This design comes from an exercise in tuning for small area on the open sky130 flow, not from production work. The RTL was checked by simulation tests, not by an equivalence proof against the original design. The clock port is modelled as an ideal driver, which makes a skipped or thinned clock tree look cheaper than it is; a real chip needs a root buffer or a tree. Power and IR drop assume default switching activity.

<file path="config.mk">
export PLATFORM = sky130hd
export DESIGN_NAME = top
export DESIGN_NICKNAME = top
export VERILOG_FILES = /design/flow/design.v
export SDC_FILE = /design/flow/constraint.sdc
export NUM_CORES = 4
export LEC_CHECK = 0
export CAP_MARGIN = 20
export CORE_AREA = 4 4 76 76
export DIE_AREA = 0 0 80 80
export PLACE_DENSITY = 0.6
export SLEW_MARGIN = 20
</file>
<file path="constraint.sdc">
create_clock -name core_clock -period 10.0 [get_ports {CLK}]
set_input_delay 2.0000 -clock core_clock [delete_from_list [all_inputs] [get_ports {CLK}]]
set_output_delay 2.0000 -clock core_clock [all_outputs]
set_load 0.01 [all_outputs]
</file>
<file path="design.v">
module top
	(
	input CLK,
	input RESET,
	output HSYNC,
	output VSYNC,
	output [7:0] COLOR
	);
	reg [3:0] p;
	reg [4:0] x;
	reg [5:0] q;
	reg [3:0] y;
	wire pend = (!p[0]&!p[2]&!p[3]);	 
	wire x24 = (!x[3]&!x[4]);	 
	wire p4 = (!p[2]);	 
	wire hend = x24 & p4;	 
	wire vlast = (y[0]&y[1]&y[3]);	 
	wire q59 = (!q[0]&!q[1]&q[3]&q[4]&q[5]);
	wire q25 = (q[1]&q[3]&q[4]);	 
	wire qend = q59 | (vlast & q25);
	always @(posedge CLK)
		if (RESET | hend | pend) p <= 4'd15;
		else if (1'b1) p <= p - 4'd1;
	always @(posedge CLK)
		if (RESET | hend) x <= 5'd31;
		else if (pend) x <= x - 5'd1;
	wire q_fb = (!q[0]&!q[5]) | (q[0]&q[5]);
	always @(posedge CLK)
		if (RESET | (hend & qend)) q <= 6'd0;
		else if (hend) q <= {q[4:0], q_fb};
	wire y_fb = (!y[0]&!y[3]) | (y[0]&y[3]);
	always @(posedge CLK)
		if (RESET | (hend & qend & vlast)) y <= 4'd0;
		else if (hend & qend) y <= {y[2:0], y_fb};
	wire sa = (!x[0]&!x[1]&!x[2]&!x[3]) | (!x[4]) | (!x[0]&x[1]&x[2]&!x[3]);
	wire sb = (x[2]&x[3]&x[4]);
	wire sc = (!x[4]) | (!x[3]) | (!x[2]) | (!x[0]);
	wire ga = (!y[0]&!y[2]) | (y[0]&!y[1]&!y[3]);
	wire gc = (y[0]&y[1]);
	wire gb = (!y[0]&y[2]) | (y[0]&y[3]);
	wire bit_ = (ga & sa) | (gb & sb) | (gc & sc);
	wire vis = ((x[4]) | (x[0]&x[2]&x[3]) | (!x[0]&x[1]&x[2])) & !vlast;
	wire x19 = (!x[0]&!x[1]&x[2]&!x[4]);
	wire x20 = (x[0]&x[1]&!x[2]&!x[4]);
	wire x21 = (!x[0]&x[1]&!x[2]&!x[4]);
	wire pge8 = (!p[3]);
	wire ple3 = (p[2]&p[3]);
	wire vs = (q[0]&!q[2]&!q[3]&!q[4]) | (q[1]&!q[3]&!q[4]&!q[5]);
	assign HSYNC = !((x19 & pge8) | x20 | (x21 & ple3));
	assign VSYNC = !(vlast & vs);
	assign COLOR = vis ? (bit_ ? 8'hE0 : 8'h19) : 8'h00;
endmodule
</file>
<file path="flow/run.sh">
#!/bin/bash
# Standard ORFS layout with these changes:
#  - synthesis maps the logic with an area-oriented ABC script (flow/abc_area.script)
#    and without the half/full-adder cells; everything else is the standard flow's synthesis script;
#  - the port buffers are plain buf_1 cells;
#  - clock tree synthesis uses clkbuf_4 cells, one sink cluster and no dummy loads,
#    and its tree is then collapsed into the root buffer (flow/collapse_clock.tcl);
#  - the constant-0 outputs share one tie cell (flow/merge_ties.tcl).
set -euo pipefail
F=$PWD/flow
{ head -1 synth_recipe.tcl; cat $F/abc_proc.tcl; tail -n +2 synth_recipe.tcl; } > synth_area.tcl
sed "s#SYNTH_SCRIPT=[^ ]*#SYNTH_SCRIPT=$PWD/synth_area.tcl#" standard.sh > standard_area.sh
export AREA_ABC_SCRIPT=$F/abc_area.script
export ADDER_MAP_FILE=
export BUFFER_PORTS_ARGS="-buffer_cell sky130_fd_sc_hd__buf_1"
export CTS_ARGS="-sink_clustering_enable -repair_clock_nets -buf_list sky130_fd_sc_hd__clkbuf_4 -root_buf sky130_fd_sc_hd__clkbuf_8 -sink_clustering_size 30 -sink_clustering_max_diameter 100 -dont_use_dummy_load"
bash standard_area.sh cts > standard_cts.log 2>&1
CTS_ODB=$PWD/orfs/results/sky130hd/top/base/4_cts.odb openroad -no_init -exit $F/collapse_clock.tcl > collapse_clock.log 2>&1
CTS_ODB=$PWD/orfs/results/sky130hd/top/base/4_cts.odb openroad -no_init -exit $F/merge_ties.tcl > merge_ties.log 2>&1
bash standard_area.sh > standard.log 2>&1
</file>
<file path="flow/abc_area.script">
strash
&get -n
&deepsyn -J 50 -S 1
&dch -f
&nf -a -R 1000
&put
mfs3 -a
</file>
<file path="flow/abc_proc.tcl">
# Use an area-oriented ABC script for technology mapping.
proc abc {args} {
  set out {}
  set skip 0
  foreach a $args {
    if {$skip} { set skip 0; continue }
    if {$a eq "-script"} { lappend out -script $::env(AREA_ABC_SCRIPT); set skip 1; continue }
    if {$a eq "-D" || $a eq "-constr"} { set skip 1; continue }
    lappend out $a
  }
  yosys abc {*}$out
}
</file>
<file path="flow/collapse_clock.tcl">
# Collapse the clock tree that CTS built into its root buffer: every clock sink
# is moved from the leaf buffers' nets to the root buffer's net, and the leaf
# buffers are removed, so one buffer drives all the flip-flops' clock pins.
set odb $::env(CTS_ODB)
read_db $odb
set block [ord::get_db_block]
set root ""
foreach inst [$block getInsts] {
  set a [$inst findITerm A]
  if {$a eq "NULL" || $a eq ""} { continue }
  set n [$a getNet]
  if {$n ne "NULL" && $n ne "" && [$n getName] eq "CLK"} {
    set root $inst
  }
}
if {$root eq ""} { error "no clock root buffer found" }
set rootnet [[$root findITerm X] getNet]
puts "root buffer [$root getName] ([[$root getMaster] getName]) drives [$rootnet getName]"
set removed 0
foreach it [$rootnet getITerms] {
  set inst [$it getInst]
  if {$inst eq $root} { continue }
  set m [[$inst getMaster] getName]
  if {![string match "sky130_fd_sc_hd__clkbuf_*" $m]} { continue }
  set outnet [[$inst findITerm X] getNet]
  foreach sit [$outnet getITerms] {
    if {[$sit getInst] eq $inst} { continue }
    $sit disconnect
    $sit connect $rootnet
  }
  $it disconnect
  [$inst findITerm X] disconnect
  odb::dbInst_destroy $inst
  odb::dbNet_destroy $outnet
  incr removed
}
puts "removed $removed leaf buffers; root net now has [llength [$rootnet getITerms]] pins"
write_db $odb
</file>
<file path="flow/merge_ties.tcl">
# Drive all constant-0 outputs from one tie cell: the flow's tie-fanout repair
# gives each constant port its own conb_1; move their loads onto the first one.
set odb $::env(CTS_ODB)
read_db $odb
set block [ord::get_db_block]
set keep ""
set keepnet ""
set merged 0
foreach inst [$block getInsts] {
  if {[[$inst getMaster] getName] ne "sky130_fd_sc_hd__conb_1"} { continue }
  set lo [$inst findITerm LO]
  set hi [$inst findITerm HI]
  if {[$hi getNet] ne "NULL" && [$hi getNet] ne ""} { continue }
  set net [$lo getNet]
  if {$net eq "NULL" || $net eq ""} { continue }
  if {$keep eq ""} { set keep $inst; set keepnet $net; continue }
  foreach bt [$net getBTerms] { $bt disconnect; $bt connect $keepnet }
  foreach it [$net getITerms] {
    if {[$it getInst] eq $inst} { continue }
    $it disconnect
    $it connect $keepnet
  }
  $lo disconnect
  odb::dbInst_destroy $inst
  odb::dbNet_destroy $net
  incr merged
}
puts "merged $merged tie cells into [expr {$keep eq "" ? "none" : [$keep getName]}]"
write_db $odb
</file>
<file path="standard.sh">
#!/bin/bash
# synth_recipe.tcl (not shown) runs the flow's synth.tcl, then flattens the netlist and writes it again
# the make line also repeats each setting of config.mk as NAME=value (left out here)
make -C /OpenROAD-flow-scripts/flow DESIGN_CONFIG=/design/flow/config.mk WORK_HOME=/design/flow/orfs CLKGATE_MAP_FILE= SYNTH_SCRIPT=/design/flow/synth_recipe.tcl "${@:-finish}"
</file>
==> results_dict.tcl <==
set metrics [dict create \
    post-cts-setup-buffer-count 0 \
    crit_path_end_kind "output port" \
    utilization_pct 18.6 \
    post-route-period-util_pct 36.1 \
    design.portCount 12 \
    status "no timing/DRC/antenna violations" \
    finalSetupViolCount 0 \
    drt_iter0_drc 71 \
    globalplace.congestion 0.682 \
    cp-startpoint "x[0]" \
    yosys.cell_count.top_type "sky130_fd_sc_hd__dfxtp_1" \
    syn_inst 91 \
    finalMaxSlewViolations 0 \
    ys_top_cells_by_count "19 x sky130_fd_sc_hd__dfxtp_1, 9 x sky130_fd_sc_hd__a22o_1, 9 x sky130_fd_sc_hd__nand2_1" \
    cts_hold_repair.buffers 0 \
    max-vdd-ir-drop_mv 0.0527 \
    starting_density_of_the_core_pct 16.9 \
    synth_simple_gate_area_share_pct 19.6 \
    synth_compound_gate_area_share_pct 24.0 \
    leakage_nw 0.297 \
    synth.distinct_cells 29 \
    final_antenna_net_count 0 \
    cp_data_arrival_time_ns 1.61 \
    antenna_cells 0 \
    number_of_enable_flip_flop_cells_after_synthesis 0 \
    grt_overflow_total 0 \
    final-seq-area_um2 380 \
    setup_total_negative_slack_ns 0 \
    total_number_of_nets_in_the_final_design 99 \
    placeableCoreArea_um2 4880 \
    count_of_maximum_capacitance_violations 0 \
    reg2reg_slack_ns 8.20 \
    synth_adder_area_share_pct 0 \
    worstRegToRegCells 5 \
    worstHoldStart "p[0]" \
    synthArstFlopShare_pct 0 \
    hold-path-endpoint "p[0]" \
    routed_wirelength_mm 1.57 \
    fp.dieH_um 80 \
    die_area_um2 6400 \
    sequential_cell_area_fraction_in_the_yosys_report_pct 46.2 \
    min_path_cells 1 \
    final.fill_count 553 \
    synth_largest_area_cell "sky130_fd_sc_hd__dfxtp_1" \
    number_of_detailed_routing_iterations_run_before_antenna_repair 4 \
    via_count 668 \
    critical_path_peak_fanout 9 \
    postCtsResizedCells 0 \
    worst_skew_pair.late_latency_ns 0.16 \
    muxShareOfSynthArea_pct 1.22 \
    cts_num_sinks 19 \
    fin_crit_ns 3.61 \
    tightestPinTransition_ns 0.793 \
    post_route_cells_drive_above_1_share_pct 1.05 \
    number_of_warnings_issued_by_yosys 1 \
    area_occupied_by_multi_input_gates_um2 390 \
    port_buffers 9 \
    total_routing_usage_gr_pct 6.15 \
    detailed_place_hpwl_mm 1.12 \
    die_width_um 80 \
    mappedNetlistArea_um2 823 \
    drc 0 \
    synth_top_cells_by_area "sky130_fd_sc_hd__dfxtp_1 46%, sky130_fd_sc_hd__a22o_1 9.6%, sky130_fd_sc_hd__buf_4 5.5%" \
    critical_path.reg2reg.endpoint "x[4]" \
    timing.critical_path.from_type "register" \
    worstSetupPathType "reg -> out" \
    viasPerCell 4.12 \
    grt_first_pass_wirelength_mm 2.68 \
    synth_top_area_share_pct 46.2 \
    clock_transition_at_the_registers_of_the_reported_paths_ns 0.11 \
    yosys.area_share.xor_xnor_pct 2.13 \
    area_growth_syn_to_layout_pct 10.5 \
    critPathRequiredTime_ns 8.00 \
    holdCritPathClass "reg -> reg" \
    yosys_most_used_dff "sky130_fd_sc_hd__dfxtp_1" \
    final_hold_viol_count 0 \
    grt_start_max_net_pins 20 \
    wl_per_cell_um 9.67 \
    critical_path.reg2reg.startpoint "p[2]" \
    ys_ff_latch 19 \
    post_synth.cell_area_avg_um2 9.05 \
    timing.slew.headroom_pct 46.9 \
    unrepaired_setup_endpoints_after_global_routing "no" \
    first_global_vias 573 \
    p_per_area_nw_per_um2 118 \
    fp_rows 25 \
    combinational_family_with_the_most_area_after_synthesis "compound AO/OA/AOI/OAI gates" \
    hold-worst-slack_ns 0.434 \
    max_freq_ghz 0.277 \
    fin_worst_skew_ns 0.00165 \
    antenna_violations_before_repair 0 \
]
-- sequential cells by signal, summed over array words and instances (netlist names) --
signal,cells
q,6
x,5
p,4
y,4
-- how the worst max path moves through the flow --
stage | to | slack [ns] | cells after the start
after floorplan | COLOR[6] | 6.61 | 5
after global placement | COLOR[7] | 6.61 | 5
after detailed placement | COLOR[7] | 6.60 | 5
after CTS | COLOR[7] | 6.31 | 5
after global routing | COLOR[7] | 6.16 | 5
final | COLOR[7] | 6.39 | 5
-- worst max-delay path, stage by stage (launching register included) --
cell and delay (ns):
sky130_fd_sc_hd__dfxtp_1 0.48, sky130_fd_sc_hd__and3_1 0.22, sky130_fd_sc_hd__o21ai_0 0.10, sky130_fd_sc_hd__o31ai_1 0.24, sky130_fd_sc_hd__nor2b_1 0.23, sky130_fd_sc_hd__buf_1 0.17
-- layout by cell type (no fill, tap or decap), types with 2 or more instances in the layout --
cell and instances:
sky130_fd_sc_hd__o21ai_0 8, sky130_fd_sc_hd__dfxtp_1 19, sky130_fd_sc_hd__nand2_1 9, sky130_fd_sc_hd__nand3_1 3
sky130_fd_sc_hd__xnor2_1 2, sky130_fd_sc_hd__nand4_1 2, sky130_fd_sc_hd__buf_1 9, sky130_fd_sc_hd__a21oi_1 2
sky130_fd_sc_hd__nor2_1 5, sky130_fd_sc_hd__or3_1 3, sky130_fd_sc_hd__o31ai_1 2, sky130_fd_sc_hd__clkinv_1 2
sky130_fd_sc_hd__nor3_1 3, sky130_fd_sc_hd__a22o_1 9, sky130_fd_sc_hd__a21o_1 2
-- metal layers --
metal / up-vias / GRT usage (%) / part of all wire, %
li1: 338 / - / -
met1: 307 / 7.85 / 46
met2: 21 / 10.0 / 45
met3: 2 / 2.26 / 8.1
met4: 0 / 1.01 / 0.45
met5: - / 0 / 0
-- final cells by class --
class                   count  share of cell area (%)
clock buffers               1                    1.51
flip-flops and latches     19                    41.8
inverters                   2                   0.825
well taps                  67                    9.22
repair buffers              9                    3.71
multi-input cells          64                    42.9
-- cells by family after synthesis --
family | Yosys count
muxes | 1
xor gates and xnor gates | 2
and+or+nand+nor | 32
AOI/OAI and AO/OA | 28
other | 1
DFF | 19
buffers and inverters | 8
-- power breakdown --
part	switching (mW)	leakage, nW	total, mW	internal [mW]
logic	0.00218	0.135	0.00288	0.000702
registers	0.000865	0.154	0.0774	0.0765
clock network	0.0180	0.00719	0.0274	0.00934
-- stage by stage --
| stage | setup WS [ns] | area, um^2 | total power [mW] | cells |
|---|---|---|---|---|
| final | 6.39 | 910 | 0.108 | 162 |
| after global routing | 6.16 | 910 | 0.113 | 162 |
| after CTS | 6.31 | 941 | 0.131 | 165 |
| after detailed placement | 6.60 | 900 | 0.0819 | 162 |
| after global placement | 6.61 | 900 | 0.0819 | 162 |
| after floorplan | 6.61 | 827 | 0.0815 | 92 |

==> separate check: timing with driven ports <==
No port has a modelled driver above. Below, the same layout with a new extraction and two added sets of constraints. Step 1: set_driving_cell puts a clkbuf_16 on CLK and a buf_2 on each other input, an assumption about the parent block. Step 2 times the ports against the registers' clock, not the clock port: input delays grow and output delays shrink by t, the midpoint of the rising clock arrivals with the driver on. a / b / c = ideal ports / drivers / drivers and shift; a / b = the first two.
shift t [ns]: 0.185
setup slack, ns: 6.393 / 6.369 / 6.555
worst setup path at the end: register to output
pins driven straight from the clock port: 1
After both steps this run still meets setup and hold. For this run, drivers alone change the setup slack by -0.024 ns; drivers and shift together by +0.162 ns.
